This design comes from an exercise in tuning for small area on the open sky130 flow, not from production work. Function was checked by simulation only, so behaviour that the tests miss may differ from the original. No activity file was given, so power comes from the tool's default toggle rates.

exp/harbor:
## alu
module alu (
	input			i_clk,
	input			i_rst_n,
	input			i_valid,
	input	signed	[7:0]	i_data_a,
	input	signed	[7:0]	i_data_b,
	input		[2:0]	i_inst,
	output			o_valid,
	output		[7:0]	o_data
);
Settings: LEC_CHECK=0, CAP_MARGIN=20, CORE_MARGIN=2, CORE_UTILIZATION=40, GPL_TIMING_DRIVEN=0, SETUP_SLACK_MARGIN=0.35, SLEW_MARGIN=20; clock period 7.0 ns.
standard.sh (not shown) runs the stock make flow with config.mk's settings and CLKGATE_MAP_FILE= SYNTH_SCRIPT=/design/flow/synth_recipe.tcl, a recipe that flattens the netlist after the stock synthesis.
==> flow/flow/run.sh <==
#!/bin/bash
set -euo pipefail
W=$PWD
export FLOW_WORK=$W
export FLOW_ABC_SCRIPTS="$W/flow/abc/a1.abc $W/flow/abc/a2.abc $W/flow/abc/a3.abc $W/flow/abc/a4.abc $W/flow/abc/a5.abc $W/flow/abc/a6.abc"
LIB=$FLOW_HOME/platforms/sky130hd/lib/sky130_fd_sc_hd__tt_025C_1v80.lib

# impl.v must do what design.v does: prove it before laying it out
cat > equiv.ys <<EOY
read_liberty -ignore_miss_func $LIB
read_verilog -sv $W/design.v
rename alu gold
read_verilog -sv $W/flow/impl.v
proc; flatten; opt_clean
rename alu gate
miter -equiv -flatten -make_assert gold gate miter
hierarchy -top miter
flatten; async2sync; opt -fast
sat -verify -prove-asserts -set-init-zero -seq 2 -show-inputs miter
EOY
yosys -l equiv.log -q -s equiv.ys > /dev/null

MK=(make -C "$FLOW_HOME" DESIGN_CONFIG="$W/config.mk" WORK_HOME="$W/orfs"
    CLKGATE_MAP_FILE= SYNTH_SCRIPT="$W/flow/synth.tcl"
    VERILOG_FILES="$W/flow/impl.v" ADDER_MAP_FILE=
    "BUFFER_PORTS_ARGS=-buffer_cell sky130_fd_sc_hd__buf_1" SKIP_INCREMENTAL_REPAIR=1
    "CTS_ARGS=-sink_clustering_enable -repair_clock_nets -dont_use_dummy_load -buf_list sky130_fd_sc_hd__clkbuf_2 -root_buf sky130_fd_sc_hd__clkbuf_4")
if ! "${MK[@]}" synth > make_synth.log 2>&1; then
  # an ABC script can abort on some inputs: retry with the scripts that do not use &deepsyn
  rm -rf "$W/orfs/results" "$W/orfs/logs" "$W/orfs/reports" "$W/orfs/objects"
  export FLOW_ABC_SCRIPTS="$W/flow/abc/a2.abc $W/flow/abc/a3.abc"
  "${MK[@]}" synth > make_synth_retry.log 2>&1
fi
"${MK[@]}" finish > make_finish.log 2>&1
R=$W/orfs/results/sky130hd/alu/base
: # left out here: write the final layout as DEF
==> flow/flow/abc/a6.abc <==
strash
balance; rewrite; refactor; balance; rewrite; rewrite -z; balance; refactor -z; rewrite -z; balance
&get -n
&deepsyn -T 60
&put
balance; rewrite; refactor; balance; rewrite; rewrite -z; balance; refactor -z; rewrite -z; balance
dch -f
amap -m
topo
mfs3 -ae -H 6 -R 4
mfs3 -ae -H 6 -R 4 -r
Other scripts of this flow, unchanged in this note and not shown: flow/flow/abc/a1.abc, flow/flow/abc/a2.abc, flow/flow/abc/a3.abc, flow/flow/abc/a4.abc, flow/flow/abc/a5.abc, flow/flow/impl.v, flow/flow/synth.tcl
Setup changes, exp/harbor to exp/amber
# exp/harbor
export LEC_CHECK = 0
export CAP_MARGIN = 20
export CORE_MARGIN = 2
export CORE_UTILIZATION = 40
export GPL_TIMING_DRIVEN = 0
export SETUP_SLACK_MARGIN = 0.35
export SLEW_MARGIN = 20
create_clock -name core_clock -period 7.0 [get_ports {i_clk}]
# exp/amber
export LEC_CHECK = 0
export CAP_MARGIN = 20
export CORE_MARGIN = 2
export CORE_UTILIZATION = 40
export GPL_TIMING_DRIVEN = 0
export SETUP_SLACK_MARGIN = 0.2
export SLEW_MARGIN = 20
create_clock -name core_clock -period 7.0 [get_ports {i_clk}]
diff --git a/flow/flow/run.sh b/flow/flow/run.sh
--- a/flow/flow/run.sh
+++ b/flow/flow/run.sh
@@ -3,5 +3,5 @@
 W=$PWD
 export FLOW_WORK=$W
-export FLOW_ABC_SCRIPTS="$W/flow/abc/a1.abc $W/flow/abc/a2.abc $W/flow/abc/a3.abc $W/flow/abc/a4.abc $W/flow/abc/a5.abc $W/flow/abc/a6.abc"
+export FLOW_ABC_SCRIPTS="$W/flow/abc/a1.abc $W/flow/abc/a2.abc $W/flow/abc/a3.abc $W/flow/abc/a4.abc $W/flow/abc/a5.abc"
 LIB=$FLOW_HOME/platforms/sky130hd/lib/sky130_fd_sc_hd__tt_025C_1v80.lib
 
removed: flow/flow/abc/a6.abc
==> comparison <==
Worst hold slack after final layout (higher): exp/harbor. In summary, exp/amber completed successfully, with a layout that passed the timing, DRC and antenna checks. In the metrics for exp/amber and exp/harbor, the one carrying the lower maximum fanout along the worst path is exp/harbor. Share of total power in combinational logic in exp/amber is 0.3 points below exp/harbor. The setup slack after layout of exp/amber falls short of that of exp/harbor by 0.23 ns.
What exp/umber does differently from exp/amber at the input level:
# exp/amber
export LEC_CHECK = 0
export CAP_MARGIN = 20
export CORE_MARGIN = 2
export CORE_UTILIZATION = 40
export GPL_TIMING_DRIVEN = 0
export SETUP_SLACK_MARGIN = 0.2
export SLEW_MARGIN = 20
create_clock -name core_clock -period 7.0 [get_ports {i_clk}]
# exp/umber
export LEC_CHECK = 0
export CAP_MARGIN = 20
export CORE_MARGIN = 2
export CORE_UTILIZATION = 40
export GPL_TIMING_DRIVEN = 0
export SETUP_SLACK_MARGIN = 0.35
export SLEW_MARGIN = 20
create_clock -name core_clock -period 7.0 [get_ports {i_clk}]
Results
- As far as multi-input gate share of total cell area is concerned, exp/amber and exp/umber perform about the same.
- On total power, exp/amber tracks exp/umber almost exactly.
- Changes observed in exp/umber relative to exp/amber: number of cells upsized or downsized after cts rose by 5, length of routed met3 wiring now sits higher, fraction of power spent switching nets closely matched the old numbers.
- Via count of the first global-routing pass essentially unchanged between exp/amber and exp/umber.
- Any difference in clock share of power between exp/amber and exp/umber is small enough to ignore.
- On tightest hold margin, exp/umber tracks exp/amber almost exactly.
For exp/maple, these inputs were changed with respect to exp/umber:
# exp/umber
export LEC_CHECK = 0
export CAP_MARGIN = 20
export CORE_MARGIN = 2
export CORE_UTILIZATION = 40
export GPL_TIMING_DRIVEN = 0
export SETUP_SLACK_MARGIN = 0.35
export SLEW_MARGIN = 20
create_clock -name core_clock -period 7.0 [get_ports {i_clk}]
# exp/maple
export LEC_CHECK = 0
export CAP_MARGIN = 20
export CORE_MARGIN = 2
export CORE_UTILIZATION = 40
export GPL_TIMING_DRIVEN = 0
export SETUP_SLACK_MARGIN = 0.25
export SLEW_MARGIN = 20
create_clock -name core_clock -period 7.0 [get_ports {i_clk}]
diff --git a/flow/flow/run.sh b/flow/flow/run.sh
--- a/flow/flow/run.sh
+++ b/flow/flow/run.sh
@@ -3,5 +3,5 @@
 W=$PWD
 export FLOW_WORK=$W
-export FLOW_ABC_SCRIPTS="$W/flow/abc/a1.abc $W/flow/abc/a2.abc $W/flow/abc/a3.abc $W/flow/abc/a4.abc $W/flow/abc/a5.abc"
+export FLOW_ABC_SCRIPTS="$W/flow/abc/a1.abc $W/flow/abc/a2.abc $W/flow/abc/a3.abc $W/flow/abc/a4.abc $W/flow/abc/a5.abc $W/flow/abc/a6.abc"
 LIB=$FLOW_HOME/platforms/sky130hd/lib/sky130_fd_sc_hd__tt_025C_1v80.lib
 
==> flow/flow/abc/a6.abc (new file) <==
strash
balance; rewrite; refactor; balance; rewrite; rewrite -z; balance; refactor -z; rewrite -z; balance
&get -n
&deepsyn -T 60
&put
balance; rewrite; refactor; balance; rewrite; rewrite -z; balance; refactor -z; rewrite -z; balance
dch -f
amap -m
topo
mfs3 -ae -H 6 -R 4
mfs3 -ae -H 6 -R 4 -r
Findings:
Non-clock inverter count in the final layout up 1 in exp/maple wrt exp/umber
Between exp/umber and exp/maple, the difference in sequential portion of the cell area is negligible.
Routed wire in exp/maple totals more than in exp/umber.
Diff exp/maple..exp/umber | number of buffers inserted by post-CTS setup repair | unchanged
In the metrics for exp/umber and exp/maple, the one carrying the higher first-pass GRT wire length is exp/maple.
In exp/maple relative to exp/umber, total area of multi-input combinational cells had gone down slightly.

==> what the ideal ports hide <==
The flow's constraints put no driver on any port. The routed layouts listed below were extracted and timed again, unchanged, in two steps.
Step 1, drivers: a clkbuf_16 drives i_clk and a buf_2 each remaining input, both assumed.
Step 2 adds t to the input delays and takes it off the output delays; t is the mean of the earliest and latest rising clock arrival at the registers after step 1. Input paths then give back, and output paths get back, about the clock's delay inside the block.
Three values: no drivers, after step 1, after step 2; two values: the first two.
run | t (ns) | setup slack, ns | latest minus earliest clock arrival (ns)
exp/harbor | 0.273 | 0.395 / 0.392 / 0.119 | 0.006 / 0.006
exp/amber | 0.279 | 0.163 / 0.162 / -0.117 | 0.004 / 0.004
exp/umber | 0.278 | 0.316 / 0.312 / 0.034 | 0.002 / 0.002
exp/maple | 0.280 | 0.275 / 0.269 / -0.011 | 0.008 / 0.008
Met with ideal ports but missed after step 2: setup timing in exp/amber and exp/maple. For exp/maple, which loses most, drivers alone change the setup slack by -0.006 ns; drivers and shift together by -0.286 ns.
